From an optimization exercise on the open Yosys and OpenROAD flow, aimed at small area; shortcuts taken in it are not production practice.
Function was checked by simulation only, so behaviour that the tests miss may differ from the original.
No activity file was given, so power comes from the tool's default toggle rates.

==> flow/design.v, too long to show whole: its modules and the start of the top module <==
// module mul24: 1903 lines
// module mul_fa: 9 lines
// module mul_ha: 8 lines
// module finv_init_m: 138 lines
// module sqrt_init_m: 138 lines
// module fpu_exec: 141 lines
module fpu_exec (
    input wire clk,
    input wire [5:0] operation,
    input wire [31:0] x1,
    input wire [31:0] x2,
    input wire [31:0] in_data,
    output wire [31:0] y );
  // ...
==> flow/run.sh <==
#!/bin/bash
# synth_recipe.tcl (not shown) runs the flow's synth.tcl, then flattens the netlist and writes it again
# the make line also repeats each setting of config.mk as NAME=value (left out here)
make -C /OpenROAD-flow-scripts/flow DESIGN_CONFIG=/design/flow/config.mk WORK_HOME=/design/flow/orfs CLKGATE_MAP_FILE= SYNTH_SCRIPT=/design/flow/synth_recipe.tcl finish
==> flow/config.mk <==
export PLATFORM = sky130hd
export DESIGN_NAME = fpu_exec
export DESIGN_NICKNAME = fpu_exec
export VERILOG_FILES = /design/flow/design.v
export SDC_FILE = /design/flow/constraint.sdc
export NUM_CORES = 4
export LEC_CHECK = 0
export ABC_AREA = 1
export CAP_MARGIN = 40
export CORE_MARGIN = 2
export CORE_UTILIZATION = 60
export SLEW_MARGIN = 40
export SYNTH_HIERARCHICAL = 1
==> flow/constraint.sdc <==
create_clock -name core_clock -period 13.0 [get_ports {clk}]
set_input_delay 2.6000 -clock core_clock [delete_from_list [all_inputs] [get_ports {clk}]]
set_output_delay 2.6000 -clock core_clock [all_outputs]
set_load 0.01 [all_outputs]
==> impl_results.md, run 1 <==
- Outcome: timing/DRC/antenna clean
- Starting density of the core: about three fifths
- Relative contribution of the clock network to total power: roughly 1.4%
- Horiz. Die Dim: 252 um
- Sequential Area: around 940 um2
- Number of global-route vias before repair: 42809
- Number of standard cells in the final layout excluding fillers: around 6900
- Antenna Diode Count: 11
- Number of buffers added by the clock tree synthesis step: 5
- Multi-input logic portion of the cell area: between 80% and 90%
- Leading cell types in the layout, fill and taps excluded: 1646 x sky130_fd_sc_hd__nand2_1, 617 x sky130_fd_sc_hd__inv_1, 590 x sky130_fd_sc_hd__nand3_1
- Worst hold path type: input port to flip-flop
- DRC violation count after routing: 0
- Standard-cell rows: 90
- Setup repair bufs after CTS: 0
- Post-synthesis share of cell area spent on xor and xnor gates: 9.08%
- Final critical-path share of the clock period: between 90% and 100%
- Post-place instance area: between 0.03 and 0.04 mm2
- Core region area: approximately 0.061 mm2
- Source of the critical timing path: x1[0]
- Wire length per cell after detailed routing: 24.6 um
- Antenna violations before repair: 13
- Multi-input logic area: ~0.032 mm2
- Maximum operating frequency: approximately 79 MHz
- Slowest CP cell: sky130_fd_sc_hd__clkdlybuf4s50_1
- Number of flops mapped to enable cells by yosys: 0
==> module fpu_exec, before the edit <==
module fpu_exec (
    input wire clk,
    input wire [5:0] operation,
    input wire [31:0] x1,
    input wire [31:0] x2,
    input wire [31:0] in_data,
    output wire [31:0] y );
    function [4:0] lzc32 (input [31:0] x);
        integer i;
        begin
            lzc32 = 5'd31;
            for (i = 0; i < 32; i = i + 1)
                if (x[i]) lzc32 = 5'd31 - i[4:0];
        end
    endfunction
    wire [5:0] op = operation;
    wire op_fsub   = op == 6'b000001;
    wire op_fmul   = op == 6'b000010;
    wire op_addsub = op[5:1] == 5'b00000;
    wire op_ftoi   = op == 6'b111000;
    wire op_itof   = op == 6'b111001;
    wire s1 = x1[31];
    wire s2 = x2[31] ^ op_fsub;
    wire [7:0] e1 = x1[30:23];
    wire [7:0] e2 = x2[30:23];
    wire [22:0] m1 = x1[22:0];
    wire [22:0] m2 = x2[22:0];
    wire e1_zero = e1 == 8'b0;
    wire e2_zero = e2 == 8'b0;
    wire any_zero = e1_zero | e2_zero;
    wire [7:0] e2x = op_ftoi ? 8'd158 : e2;
    wire [8:0] dexp = {1'b0, e1} - {1'b0, e2x};
    wire e1_lt_e2 = dexp[8];
    wire e_eq = dexp[7:0] == 8'b0;
    wire [7:0] ade = e1_lt_e2 ? (~dexp[7:0] + 8'd1) : dexp[7:0];
    wire [4:0] de = ade[7:5] != 3'b0 ? 5'd31 : ade[4:0];
    wire m1_gt_m2 = m1 > m2;
    wire m_eq = m1 == m2;
    wire sel = e_eq ? ~m1_gt_m2 : e1_lt_e2;
    wire [22:0] mi = sel ? m1 : m2;
    wire [22:0] ms = sel ? m2 : m1;
    wire [7:0] es = sel ? e2 : e1;
    wire ss = sel ? s2 : s1;
    wire same = s1 == s2;
    wire [31:0] al32 = {1'b1, mi, 8'b0} >> de;
    wire [25:0] mi_ext = {1'b1, mi, 2'b0};
    wire [25:0] shmask = ~({26{1'b1}} << de);
    wire stk_add = |(mi_ext & shmask);
    wire [26:0] addend = {1'b0, al32[31:6]} ^ {27{~same}};
    wire [26:0] mye_add = {2'b01, ms, 2'b00} + addend + {26'b0, ~same};
    wire [31:0] add_zero_y = e2_zero ? x1 : {s2, x2[30:0]};
    wire [47:21] prod;
    wire stk_mul;
    mul24 mul24_0 (.a(m1), .b(m2), .p(prod), .sticky(stk_mul));
    wire [8:0] emuled = {1'b0, e1} + {1'b0, e2};
    wire [8:0] emb = emuled - 9'd127;
    wire mul_ge127 = emuled >= 9'd127;
    wire [7:0] mul_eb = emuled <= 9'd127 ? 8'd0 : emb[7:0];
    wire mul_neg = x1[31] ^ x2[31];
    wire em_gt = (~e1_lt_e2 & ~e_eq) | (e_eq & m1_gt_m2);
    wire em_lt = e1_lt_e2 | (e_eq & ~m1_gt_m2 & ~m_eq);
    wire fclt_y = ~(e1_zero & e2_zero)
        & ((x1[31] & ~x2[31]) | (x1[31] & x2[31] & em_gt) | (~x1[31] & ~x2[31] & em_lt));
    wire [31:0] ftoi_abs = {1'b0, al32[30:0]};
    wire [31:0] ftoi_ans = s1 ? (~ftoi_abs + 32'd1) : ftoi_abs;
    wire [31:0] ftoi_y = e1 <= 8'd126 ? 32'b0
                       : e1 >= 8'd158 ? (s1 ? 32'h80000000 : 32'h7fffffff)
                       : ftoi_ans;
    wire [31:0] itof_abs = in_data[31] ? (~in_data + 32'd1) : in_data;
    wire [16:0] fc0, sc0;
    wire [7:0] fc1, sc1;
    finv_init_m finv_tab (.a(m1[22:16]), .c0(fc0), .c1(fc1));
    sqrt_init_m sqrt_tab (.a({e1[0], m1[22:17]}), .c0(sc0), .c1(sc1));
    wire tsel = op[0];
    wire [16:0] tc0 = tsel ? fc0 : sc0;
    wire [7:0] tc1 = tsel ? fc1 : sc1;
    wire [3:0] tb = tsel ? m1[15:12] : m1[16:13];
    wire [16:0] tt = tc0 - tb * tc1;
    wire [7:0] finv_e = 8'd253 - e1 + {7'b0, m1[22:12] == 11'b0};
    wire [7:0] e1m1 = e1 - 8'd1;
    wire [7:0] sqrt_e = 8'd189 - {1'b0, e1m1[7:1]} + {7'b0, m1[22:13] == 10'b0 && e1[0]};
    wire [31:0] tab_y = e1_zero ? 32'b0 : {s1, tsel ? finv_e : sqrt_e, tt[16:6], 12'b0};
    reg [31:0] r;
    always @(*) begin
        casez (op)
            6'b00000?: r = any_zero ? add_zero_y : {5'b0, mye_add};
            6'b000010: r = any_zero ? {mul_neg, 31'b0} : {5'b0, prod};
            6'b000101: r = {1'b0, x1[30:0]};
            6'b010000: r = {~x1[31], x1[30:0]};
            6'b100000: r = {31'b0, fclt_y};
            6'b101000: r = {31'b0, e1_zero};
            6'b11000?: r = tab_y;
            6'b111000: r = ftoi_y;
            6'b111001: r = itof_abs;
            6'b111101: r = x1 | in_data;
            6'b111110: r = in_data;
            default:   r = x1;
        endcase
    end
    wire arith = ((op_addsub | op_fmul) & ~any_zero) | op_itof;
    reg [31:0] r_;
    reg arith_;
    reg mul_;
    reg itof_;
    reg stk_;
    reg [7:0] ex_;
    reg rnd_same_;
    reg ge127_;
    reg sy_;
    always @(posedge clk) begin
        r_ <= r;
        arith_ <= arith;
        mul_ <= op_fmul;
        itof_ <= op_itof;
        stk_ <= op_fmul ? stk_mul : stk_add;
        ex_ <= op_fmul ? mul_eb : op_itof ? 8'd158 : es;
        rnd_same_ <= op_fmul | same;
        ge127_ <= mul_ge127;
        sy_ <= op_fmul ? mul_neg : op_itof ? in_data[31] : ss;
    end
    wire ovf = r_[26] & ~itof_;
    wire [7:0] exi = ex_ + 8'd1;
    wire [7:0] eyd = ovf ? exi : ex_;
    wire [25:0] myd = ovf ? r_[26:1] : r_[25:0];
    wire stck = ovf ? (stk_ | r_[0]) : stk_;
    wire [31:0] nx = itof_ ? r_ : {myd, 6'b0};
    wire [4:0] se = lzc32(nx);
    wire [8:0] eyf = {1'b0, eyd} <= {4'b0, se} ? 9'd0 : {1'b0, eyd} - {4'b0, se};
    wire quirk = (eyf == 9'd0) & ~mul_;
    wire [4:0] sh = quirk ? (eyd[4:0] - 5'd1) : se;
    wire [31:0] ny = nx << sh;
    wire [26:0] myf = {1'b0, ny[31:6]};
    wire up = ~itof_ & myf[1] & (myf[0] | (~stck & myf[2]) | (rnd_same_ & stck));
    wire [24:0] myr = myf[26:2] + {24'b0, up};
    wire [7:0] eyr = eyf[7:0];
    wire [7:0] ey_add = myr[24] ? (eyr + 8'd1) : (myr[23:0] == 24'b0 ? 8'd0 : eyr);
    wire [7:0] ey_mul = (ovf | myr[24]) ? (ge127_ ? exi : 8'd0) : ex_;
    wire [7:0] ey = mul_ ? ey_mul : ey_add;
    wire [22:0] my = myr[24] ? 23'b0 : myr[22:0];
    assign y = arith_ ? {sy_, ey, my} : r_;
endmodule
==> run 2: changes to the inputs <==
--- a/flow/design.v
+++ b/flow/design.v
@@ -1769,18 +1769,17 @@
     assign rb[46] = c904;
     assign ra[47] = s907;
     assign rb[47] = c906;
     wire [21:0] lc;
     wire [20:0] ls;
     assign lc[0] = 1'b0;
     genvar gi;
     generate for (gi = 0; gi < 21; gi = gi + 1) begin : lo
-        assign ls[gi] = ra[gi] ^ rb[gi] ^ lc[gi];
-        assign lc[gi+1] = (ra[gi] & rb[gi]) | (ra[gi] & lc[gi]) | (rb[gi] & lc[gi]);
+        mul_fa u (.a(ra[gi]), .b(rb[gi]), .c(lc[gi]), .s(ls[gi]), .co(lc[gi+1]));
     end endgenerate
     assign sticky = |ls;
     wire [26:0] hg = ra[47:21] & rb[47:21];
     wire [26:0] hp = ra[47:21] ^ rb[47:21];
     assign G909 = hg[1] | (hp[1] & hg[0]);
     assign P910 = hp[1] & hp[0];
     assign G911 = hg[3] | (hp[3] & hg[2]);
     assign P912 = hp[3] & hp[2];
@@ -2196,23 +2195,27 @@
 endmodule
 module fpu_exec (
     input wire clk,
     input wire [5:0] operation,
     input wire [31:0] x1,
     input wire [31:0] x2,
     input wire [31:0] in_data,
     output wire [31:0] y );
+    function [1:0] lzc4 (input [3:0] x);
+        lzc4 = x[3] ? 2'd0 : x[2] ? 2'd1 : x[1] ? 2'd2 : 2'd3;
+    endfunction
+    function [2:0] lzc8 (input [7:0] x);
+        lzc8 = |x[7:4] ? {1'b0, lzc4(x[7:4])} : {1'b1, lzc4(x[3:0])};
+    endfunction
+    function [3:0] lzc16 (input [15:0] x);
+        lzc16 = |x[15:8] ? {1'b0, lzc8(x[15:8])} : {1'b1, lzc8(x[7:0])};
+    endfunction
     function [4:0] lzc32 (input [31:0] x);
-        integer i;
-        begin
-            lzc32 = 5'd31;
-            for (i = 0; i < 32; i = i + 1)
-                if (x[i]) lzc32 = 5'd31 - i[4:0];
-        end
+        lzc32 = |x[31:16] ? {1'b0, lzc16(x[31:16])} : {1'b1, lzc16(x[15:0])};
     endfunction
     wire [5:0] op = operation;
     wire op_fsub   = op == 6'b000001;
     wire op_fmul   = op == 6'b000010;
     wire op_addsub = op[5:1] == 5'b00000;
     wire op_ftoi   = op == 6'b111000;
     wire op_itof   = op == 6'b111001;
     wire s1 = x1[31];
@@ -2238,36 +2241,39 @@
     wire [7:0] es = sel ? e2 : e1;
     wire ss = sel ? s2 : s1;
     wire same = s1 == s2;
     wire [31:0] al32 = {1'b1, mi, 8'b0} >> de;
     wire [25:0] mi_ext = {1'b1, mi, 2'b0};
     wire [25:0] shmask = ~({26{1'b1}} << de);
     wire stk_add = |(mi_ext & shmask);
     wire [26:0] addend = {1'b0, al32[31:6]} ^ {27{~same}};
-    wire [26:0] mye_add = {2'b01, ms, 2'b00} + addend + {26'b0, ~same};
+    wire [27:0] mye_add_c = {2'b01, ms, 2'b00, 1'b1} + {addend, ~same};
+    wire [26:0] mye_add = mye_add_c[27:1];
     wire [31:0] add_zero_y = e2_zero ? x1 : {s2, x2[30:0]};
     wire [47:21] prod;
     wire stk_mul;
     mul24 mul24_0 (.a(m1), .b(m2), .p(prod), .sticky(stk_mul));
     wire [8:0] emuled = {1'b0, e1} + {1'b0, e2};
-    wire [8:0] emb = emuled - 9'd127;
-    wire mul_ge127 = emuled >= 9'd127;
-    wire [7:0] mul_eb = emuled <= 9'd127 ? 8'd0 : emb[7:0];
+    wire [9:0] emb = {1'b0, emuled} - 10'd127;
+    wire mul_ge127 = ~emb[9];
+    wire [7:0] mul_eb = (emb[9] | emb == 10'd0) ? 8'd0 : emb[7:0];
     wire mul_neg = x1[31] ^ x2[31];
     wire em_gt = (~e1_lt_e2 & ~e_eq) | (e_eq & m1_gt_m2);
     wire em_lt = e1_lt_e2 | (e_eq & ~m1_gt_m2 & ~m_eq);
     wire fclt_y = ~(e1_zero & e2_zero)
         & ((x1[31] & ~x2[31]) | (x1[31] & x2[31] & em_gt) | (~x1[31] & ~x2[31] & em_lt));
-    wire [31:0] ftoi_abs = {1'b0, al32[30:0]};
-    wire [31:0] ftoi_ans = s1 ? (~ftoi_abs + 32'd1) : ftoi_abs;
+    wire [31:0] neg_in = op_itof ? in_data : {1'b0, al32[30:0]};
+    wire neg_do = op_itof ? in_data[31] : s1;
+    wire [31:0] neg_out = neg_do ? (~neg_in + 32'd1) : neg_in;
+    wire [31:0] ftoi_ans = neg_out;
     wire [31:0] ftoi_y = e1 <= 8'd126 ? 32'b0
                        : e1 >= 8'd158 ? (s1 ? 32'h80000000 : 32'h7fffffff)
                        : ftoi_ans;
-    wire [31:0] itof_abs = in_data[31] ? (~in_data + 32'd1) : in_data;
+    wire [31:0] itof_abs = neg_out;
     wire [16:0] fc0, sc0;
     wire [7:0] fc1, sc1;
     finv_init_m finv_tab (.a(m1[22:16]), .c0(fc0), .c1(fc1));
     sqrt_init_m sqrt_tab (.a({e1[0], m1[22:17]}), .c0(sc0), .c1(sc1));
     wire tsel = op[0];
     wire [16:0] tc0 = tsel ? fc0 : sc0;
     wire [7:0] tc1 = tsel ? fc1 : sc1;
     wire [3:0] tb = tsel ? m1[15:12] : m1[16:13];
@@ -2316,22 +2322,23 @@
     end
     wire ovf = r_[26] & ~itof_;
     wire [7:0] exi = ex_ + 8'd1;
     wire [7:0] eyd = ovf ? exi : ex_;
     wire [25:0] myd = ovf ? r_[26:1] : r_[25:0];
     wire stck = ovf ? (stk_ | r_[0]) : stk_;
     wire [31:0] nx = itof_ ? r_ : {myd, 6'b0};
     wire [4:0] se = lzc32(nx);
-    wire [8:0] eyf = {1'b0, eyd} <= {4'b0, se} ? 9'd0 : {1'b0, eyd} - {4'b0, se};
-    wire quirk = (eyf == 9'd0) & ~mul_;
+    wire [8:0] eyd_se = {1'b0, eyd} - {4'b0, se};
+    wire eyf_zero = eyd_se[8] | (eyd_se == 9'd0);
+    wire [7:0] eyr = eyf_zero ? 8'd0 : eyd_se[7:0];
+    wire quirk = eyf_zero & ~mul_;
     wire [4:0] sh = quirk ? (eyd[4:0] - 5'd1) : se;
     wire [31:0] ny = nx << sh;
     wire [26:0] myf = {1'b0, ny[31:6]};
     wire up = ~itof_ & myf[1] & (myf[0] | (~stck & myf[2]) | (rnd_same_ & stck));
     wire [24:0] myr = myf[26:2] + {24'b0, up};
-    wire [7:0] eyr = eyf[7:0];
     wire [7:0] ey_add = myr[24] ? (eyr + 8'd1) : (myr[23:0] == 24'b0 ? 8'd0 : eyr);
     wire [7:0] ey_mul = (ovf | myr[24]) ? (ge127_ ? exi : 8'd0) : ex_;
     wire [7:0] ey = mul_ ? ey_mul : ey_add;
     wire [22:0] my = myr[24] ? 23'b0 : myr[22:0];
     assign y = arith_ ? {sy_, ey, my} : r_;
 endmodule
==> run 2 against run 1 <==
Via count shrank 1.6%. Synthesized cell count shrank 1.2%. Non-clock buffer count shrank 7. Sequential share of layout area is essentially flat. Final cell count shrank 0.92%. Critical path type unchanged. Critical endpoint is now r_[0]. Largest cell class unchanged. Highest routed layer unchanged.
==> impl_results.md, run 2 <==
- Endpoint arrival time on the critical path: between 10 and 15 ns
- Gp weighted congestion: 1.19
- Net Sw Frac: between 50% and 60%
- Tmin final: 12.76 ns
- Leading cell type in the layout, fill and taps excluded: sky130_fd_sc_hd__nand2_1
- Antenna violations before repair: 7 (-6)
- Post-synthesis instance area: roughly 0.036 mm2
- Cell types with the largest area share after synthesis: sky130_fd_sc_hd__nand2_1 18%, sky130_fd_sc_hd__fa_1 16%, sky130_fd_sc_hd__nand3_1 8.7%
- Largest registers ranked by flip-flop count: r_: 32 flops, ex_: 8 flops
- Clock transition at the registers of the reported paths: 0.08 ns
- Dominant delay contributor by cell family on the critical path: adder cells
- Drt first-iter violations: 7325
- Hold Path Sink: r_[19]
- Critical path endpoint category: flip-flop
- Post-place instance area: 0.0380 mm2 (-1.7%)
- Synth warn: 9
- Total die area: approximately 0.062 mm2
- FF+latch count, synth: between 40 and 50
- Relative contribution of the clock network to total power: 1.5% (about the same)
- Worst hold path depth: 5
- Buffers from clock root to sink, at most: 2
- Horiz. Die Dim: 249 um (-1.1%)
- Total of max-cap violations: 0
- PwrDens: between 200 and 300 mW/mm2
- Crit-path max FO: 3
- Most common cell in the synthesized netlist: sky130_fd_sc_hd__nand2_1
- Number of library cell types mapped by synthesis: 66
- Top-area cell type share of the netlist area: between 10% and 20%
- Cell chosen for the clock root: sky130_fd_sc_hd__clkbuf_16
- Number of global-route vias before repair: 42749 (-0.14%)
- Share of power burned in registers: about 2.0%
- Unrepaired setup endpoints after global routing: false
- Lkg Pwr: approximately 0.019 uW
- Setup tns final: 0 ns
- Most common flop cell mapped by yosys: sky130_fd_sc_hd__dfxtp_1
- Number of cells produced by synthesis: 6057
- Worst path most repeated cell: sky130_fd_sc_hd__fa_1
- Startpoint kind of the worst setup timing path: input port
- Number of port buffers: around 130
- Average vias per placed instance: ~6.7
- Slowest CP cell: sky130_fd_sc_hd__a2111oi_0
- Final HPWL DP: approximately 130 mm
- Antenna viol nets, final: 0
- Leading cell types in the layout, fill and taps excluded: 1761 x sky130_fd_sc_hd__nand2_1, 625 x sky130_fd_sc_hd__nand3_1, 618 x sky130_fd_sc_hd__inv_1
- Final setup violating endpoints: 0
- First-pass DRT Iterations: 10
- Filler Cells Inserted: around 5700
- Portion of the post-synthesis area used by sequential elements: about 2.6%
- WP buf/inv: 3
- Synth-to-layout area growth: 5.94%
- Async S/R FF share, synth: 0%
- Final Net Count: about 6600
- Number of flip-flops in the largest register: 32
- Die boundary height: between 200 and 250 um
- Number of pins exceeding their max-slew limit in the final report: 0
- Final cell utilization of the core: ~65%
- Internal power: between 4000 and 5000 uW
- Leading cell types by count after synthesis: 1765 x sky130_fd_sc_hd__nand2_1, 625 x sky130_fd_sc_hd__nand3_1, 624 x sky130_fd_sc_hd__inv_1
- Number of hold violations in the final report: 0
- Gate power share: approximately 97%
- Outcome: timing/DRC/antenna clean
- Sequential Area: 941 um2 (-0.40%)
- Maximum operating frequency: 78.4 MHz (-0.51%)
- Wire length per cell after detailed routing: 24.5 um (-0.45%)
- Final wirelength: between 150 and 200 mm
- Via total after detailed routing: roughly 45000
- Number of clock sinks seen by CTS: 47
- Final critical-path share of the clock period: 98.1% (+0.50 points)
- Total GRT Usage: roughly 52%
- Register with the highest flop count: r_
- Number of buffers added by the clock tree synthesis step: 5 (unchanged)
- Library cell occupying the most area in the post-synthesis netlist: sky130_fd_sc_hd__nand2_1
- Crit Path Class: input port to flip-flop
- Starting density of the core: 60.9% (about the same)
- Slew at the pin closest to its max-slew limit: 0.988 ns
- Standard-cell rows: 89 (-1.1%)
- Mean Syn Cell Area: 5.96 um2
- Number of flops mapped to enable cells by yosys: 0 (unchanged)
- Origin of the worst min-delay path: x1[19]
- Multi-input logic area: 0.0312 mm2 (-1.8%)
- Aggregate global routing overflow: 0
- CP max stage delay: around 0.55 ns
- Critical path data required time: 13.19 ns
- Ratio of cells with drive above 1 in the final layout: ~5.7%
- Worst max-slew margin expressed relative to the limit: approximately 33%
- Power after layout: roughly 11000 uW
- Ports: roughly 140
- Core region area: 0.0592 mm2 (-2.2%)
- Worst hold path type: input port to flip-flop
- Maximum number of pins on one net before global-route repair: between 60 and 70
- Wire length of the first global-routing pass: 252 mm
- Final non-filler cell area: between 0.03 and 0.04 mm2
- Worst IR drop on VDD: around 620 uV
- Sw Pwr: around 6500 uW
- TritonCTS clock tree: done
- CTS H-Tree Depth: 2
- DRC violation count after routing: 0 (unchanged)
[run 2: kinds of logic after synthesis]
| group | count (synthesis) | synth area share [%] |
|---|---|---|
| AO/OA/AOI/OAI | 1051 | 17.0 |
| XOR/XNOR | 370 | 8.98 |
| adder cells (fa/ha/maj) | 507 | 23.8 |
| buffers and inverters | 1000 | 11.3 |
| flip-flops | 47 | 2.61 |
| multiplexers | 9 | 0.250 |
| other | 2 | 0.0208 |
| AND/OR/NAND/NOR | 3071 | 36.1 |
[run 2: modules after synthesis, one instance, submodules excluded]
module / times used / flops+latches
finv_init_m: 1 / 0
fpu_exec: 1 / 47
mul_ha: 32 / 0
sqrt_init_m: 1 / 0
mul24: 1 / 0
mul_fa: 274 / 0
[run 2: layout make-up]
cell class | count | share of cell area (%)
inverters | 673 | 6.63
flip-flops and latches | 47 | 2.46
multi-input cells | 5011 | 81.5
repair buffers | 289 | 6.40
clock buffers | 6 | 0.337
clock inverters | 1 | 0.0785
well taps | 773 | 2.53
diodes | 3 | 0.0196
[run 2: routing by layer]
metal	share of wire [%]	vias to the layer above	wire, um	track usage [%]
met5	0.040	-	67	0
met4	9.1	10	15300	36.7
met3	16	1070	27400	18.9
met2	40	4030	67100	75.9
met1	34	20452	57100	63.0
li1	-	19842	-	-
[run 2: power by group through the flow]
| stage | sequential [uW] | clock (uW) | combinational (uW) |
|---|---|---|---|
| finish | 227 | 162 | 10700 |
| global route | 221 | 163 | 11600 |
| CTS | 218 | 158 | 10200 |
| detailed placement | 221 | 0 | 10100 |
| global placement | 222 | 0 | 9730 |
| floorplan | 188 | 0 | 7070 |
[run 2: per-stage QoR]
stage                     setup slack, ns  hold WS, ns  std cells
after floorplan                     0.323         2.73       6058
after global placement             -0.389         3.24       6790
after detailed placement           -0.641         3.24       6792
after CTS                          0.0457         2.93       6799
after global routing               0.0127         2.95       6800
final                               0.244         2.95       6803
[run 2: tightest hold or removal path: stages]
cell and delay [ns]:
sky130_fd_sc_hd__buf_4 0.26, sky130_fd_sc_hd__inv_1 0.18, sky130_fd_sc_hd__nand2_1 0.08, sky130_fd_sc_hd__nand2_1 0.07
sky130_fd_sc_hd__inv_1 0.04
[run 2: how the worst max path moves through the flow]
stage / startpoint / endpoint / slack, ns / cells after the start
5_1_grt: x1[0] / r_[22] / 0.01 / 38
2_1_floorplan: x2[1] / r_[22] / 0.32 / 39
3_5_place_dp: x1[0] / r_[7] / -0.64 / 35
4_1_cts: x1[0] / r_[7] / 0.05 / 35
6_report: x1[0] / r_[0] / 0.24 / 30
3_3_place_gp: x2[0] / r_[22] / -0.39 / 38
[run 2: what timing repair did]
item                       CTS  global route
pin swaps                    5             2
hold buffers                 0             0
setup endpoints to repair   12            19
hold endpoints to repair     0             0
gates resized for setup      8            16
setup buffers                0             0
==> run 3: changes to the inputs <==
==> flow/flow/run.sh (new file) <==
#!/bin/bash
# The standard layout (standard.sh: ORFS synthesis through finish, unchanged), except
# that each input and output port is buffered with sky130_fd_sc_hd__buf_1 instead of the
# default clkdlybuf4s50_1 delay cell. Every port still gets its own buffer.
set -euo pipefail
bash standard.sh "BUFFER_PORTS_ARGS=-buffer_cell sky130_fd_sc_hd__buf_1" finish > standard_finish.log 2>&1
test -s out/final.def
==> flow/standard.sh (new file) <==
#!/bin/bash
# synth_recipe.tcl (not shown) runs the flow's synth.tcl, then flattens the netlist and writes it again
# the make line also repeats each setting of config.mk as NAME=value (left out here)
make -C /OpenROAD-flow-scripts/flow DESIGN_CONFIG=/design/flow/config.mk WORK_HOME=/design/flow/orfs CLKGATE_MAP_FILE= SYNTH_SCRIPT=/design/flow/synth_recipe.tcl "${@:-finish}"
removed: flow/run.sh
==> run 3 against run 2 <==
Largest cell class unchanged. Highest routed layer unchanged. Power decreased by 0.98%. Cell area decreased by 1.7%. Clock-buffer cell count unchanged. Synthesized area unchanged. Clock power increased by 15%. Die area unchanged. Non-clock buffer count increased by 3. Critical path depth increased by 7.
==> impl_results.md, run 3 <==
- Aggregate global routing overflow: 0 (unchanged)
- Number of flops mapped to enable cells by yosys: 0 (unchanged)
- Number of hold violations in the final report: 0 (unchanged)
- Wire length of the first global-routing pass: 256 mm (+1.6%)
- Worst Setup Slack, final: 0.170 ns (-0.0743 ns)
- CTS H-Tree Depth: 2 (unchanged)
- Final wirelength: 171 mm (+2.6%)
- Maximum number of pins on one net before global-route repair: 50 (-26%)
- Leading cell type in the layout, fill and taps excluded: sky130_fd_sc_hd__nand2_1
- Number of buffers added by the clock tree synthesis step: 5 (unchanged)
- Number of hold-repair buffers added at the cts stage: 0 (unchanged)
- Number of flip-flops in the largest register: 32 (unchanged)
- DRC violation count after routing: 0 (unchanged)
- FF+latch count, synth: 47 (unchanged)
- First-pass DRT Iterations: 17 (+7)
- WP buf/inv: 2 (-1)
- Via total after detailed routing: 45993 (+1.3%)
- Most common cell in the synthesized netlist: sky130_fd_sc_hd__nand2_1
- Startpoint kind of the worst setup timing path: input port
- Crit Path Class: input port to flip-flop
- Register with the highest flop count: r_
- Largest registers ranked by flip-flop count: r_: 32 flops, ex_: 8 flops
- Total of max-cap violations: 0 (unchanged)
- Dominant delay contributor by cell family on the critical path: adder cells
- CP max stage delay: 0.50 ns (-0.05 ns)
- Total GRT Usage: 53.0% (+1.1 points)
- Core region area: 0.0592 mm2 (unchanged)
- Worst hold path type: input port to flip-flop
- Ports: 135 (unchanged)
- Worst max-slew margin expressed relative to the limit: 31.1% (-2.3 points)
- Buffers from clock root to sink, at most: 2 (unchanged)
- Synth-to-layout area growth: 4.18%
- Slowest CP cell: sky130_fd_sc_hd__a2111oi_0
- Leading cell types in the layout, fill and taps excluded: 1762 x sky130_fd_sc_hd__nand2_1, 624 x sky130_fd_sc_hd__nand3_1, 621 x sky130_fd_sc_hd__inv_1
- Slew at the pin closest to its max-slew limit: 1.03 ns (+0.0447 ns)
- Portion of the post-synthesis area used by sequential elements: 2.61% (unchanged)
- Endpoint arrival time on the critical path: 13.06 ns (+0.11 ns)
- Cell types with the largest area share after synthesis: sky130_fd_sc_hd__nand2_1 18%, sky130_fd_sc_hd__fa_1 16%, sky130_fd_sc_hd__nand3_1 8.7%
- Setup tns final: 0 ns (unchanged)
- Library cell occupying the most area in the post-synthesis netlist: sky130_fd_sc_hd__nand2_1
- Final setup violating endpoints: 0 (unchanged)
- Final Net Count: 6640 (+0.045%)
- Number of library cell types mapped by synthesis: 66 (unchanged)
- Critical path endpoint category: flip-flop
- Synth warn: 9 (unchanged)
- Number of clock sinks seen by CTS: 47 (unchanged)
- Number of global-route vias before repair: 43359 (+1.4%)
- Critical path data required time: 13.23 ns (+0.04 ns)
- Antenna viol nets, final: 0 (unchanged)
- Final critical-path share of the clock period: 98.7% (+0.57 points)
- Outcome: timing/DRC/antenna clean
- Async S/R FF share, synth: 0% (unchanged)
- Wire length per cell after detailed routing: 25.1 um (+2.3%)
- TritonCTS clock tree: done
- Unrepaired setup endpoints after global routing: false
- Final cell utilization of the core: 63.5% (-1.1 points)
- Gp weighted congestion: 1.15 (-3.0%)
- Cell chosen for the clock root: sky130_fd_sc_hd__clkbuf_16
- Lkg Pwr: 0.0187 uW (-1.4%)
- Clock transition at the registers of the reported paths: 0.08 ns (about the same)
- Post-synthesis instance area: 0.0361 mm2 (unchanged)
- Number of pins exceeding their max-slew limit in the final report: 0 (unchanged)
- Total die area: 0.0621 mm2 (unchanged)
- Horiz. Die Dim: 249 um (unchanged)
- Leading cell types by count after synthesis: 1765 x sky130_fd_sc_hd__nand2_1, 625 x sky130_fd_sc_hd__nand3_1, 624 x sky130_fd_sc_hd__inv_1
- Average vias per placed instance: 6.74 (+1.0%)
- Drt first-iter violations: 8478 (+16%)
- Standard-cell rows: 89 (unchanged)
- Die boundary height: 249 um (unchanged)
- Antenna violations before repair: 12 (+5)
- Starting density of the core: 60.9% (unchanged)
- PwrDens: 291 mW/mm2 (+0.70%)
- Filler Cells Inserted: 5625 (-0.79%)
- Final HPWL DP: 131 mm (+1.3%)
- Mean Syn Cell Area: 5.96 um2 (unchanged)
- Crit-path max FO: 5 (+2)
- Worst slack at placement: -0.419 ns (+0.223 ns)
- Tmin final: 12.83 ns (+0.0743 ns)
- Worst path most repeated cell: sky130_fd_sc_hd__fa_1
- Most common flop cell mapped by yosys: sky130_fd_sc_hd__dfxtp_1
- Maximum operating frequency: 77.9 MHz (-0.58%)
- Top-area cell type share of the netlist area: 18.4% (unchanged)
- Number of port buffers: 134 (unchanged)
- Ratio of cells with drive above 1 in the final layout: 5.62% (-0.070 points)
- Number of cells produced by synthesis: 6057 (unchanged)
- Worst IR drop on VDD: 642 uV (+2.9%)
[run 3: cell counts after synthesis]
No cell type changed its count.
[run 3: path summary, 6_finish.rpt]
| kind | start | to | depth (start not counted) |
|---|---|---|---|
| max | x1[0] | r_[24] | 37 |
| min | x2[23] | ex_[0] | 3 |
[run 3: timing repair]
item | 4_1_cts | 5_1_grt
setup buffers | 0 | 0
pin swaps | 0 | 2
endpoints found under the setup margin | 4 | 14
resized for setup | 1 | 19
[run 3: final cells by class]
type	count	area [um2]	area share, %
antenna	16	40.0	0.106
multi-input combinational	5011	31200	82.9
inverter	673	2530	6.74
tap	773	967	2.57
clock inverter	2	60.1	0.160
clock buffer	6	129	0.343
timing repair buffer	292	1760	4.67
sequential	47	941	2.50
[run 3: logic make-up after synthesis]
| logic type | count (synthesis) | share of synthesized area [%] |
|---|---|---|
| xor+xnor | 370 | 8.98 |
| simple gates | 3071 | 36.1 |
| compound gates | 1051 | 17.0 |
| mux | 9 | 0.250 |
| flops | 47 | 2.61 |
| buf+inv | 1000 | 11.3 |
| other cells | 2 | 0.0208 |
| fa+ha+maj | 507 | 23.8 |
[run 3: per-stage QoR]
step / instance area (um2) / total power, uW / hold WS, ns / instances
2_1_floorplan: 36100 / 7260 / 2.73 / 6058
3_3_place_gp: 37200 / 9790 / 3.02 / 6791
3_5_place_dp: 37300 / 10200 / 3.03 / 6793
4_1_cts: 37500 / 10500 / 2.69 / 6801
5_1_grt: 37600 / 11800 / 2.75 / 6808
6_report: 37600 / 11000 / 2.71 / 6820
[run 3: modules after synthesis (local to each module, per instance)]
module	cell area, um2	cells	flops+latches
mul24	6600	1046	0
sqrt_init_m	3130	686	0
finv_init_m	2850	634	0
mul_ha	12.5	1	0
mul_fa	20.0	1	0
fpu_exec	17600	3385	47
[run 3: power breakdown]
| part | leakage, uW | internal, uW | switching, uW | total [uW] |
|---|---|---|---|---|
| sequential | 0.000395 | 170 | 56.2 | 227 |
| combinational | 0.0182 | 4140 | 6410 | 10500 |
| clock | 0.0000912 | 111 | 74.7 | 186 |
[run 3: layer usage]
layer  track usage (%)  part of all wire [%]
met3              21.6                    17
met5             0.309                 0.032
met4              37.9                   9.5
met1              64.5                    34
met2              75.5                    39

[static timing again, ports no longer ideal]
In the flow no input, the clock included, has a driving cell. The finished layouts below were timed again as built, in two steps. Step 1 sets driving cells, clkbuf_16 on the clock port and buf_2 on the other inputs (assumed; they add their load-dependent delay and slew). Step 2 times the ports against the registers' clock, not the clock port: input delays grow and output delays shrink by t, the midpoint of the rising clock arrivals with the driver on. Three values: no drivers, after step 1, after step 2; two values: the first two.
run	t (ns)	slack for setup (ns)	worst setup path at the end	clock arrival spread, ns	worst data-port slew with drivers (ns)
run 1	0.372	0.309 / 0.338 / -0.034	input to register	0.012 / 0.012	0.14
run 2	0.374	0.244 / 0.251 / -0.123	input to register	0.011 / 0.011	0.07
run 3	0.377	0.170 / 0.200 / -0.176	input to register	0.007 / 0.007	0.13
Met with ideal ports but missed after step 2: setup timing in every run listed. For run 2, which loses most, drivers alone change the setup slack by +0.007 ns; drivers and shift together by -0.367 ns.
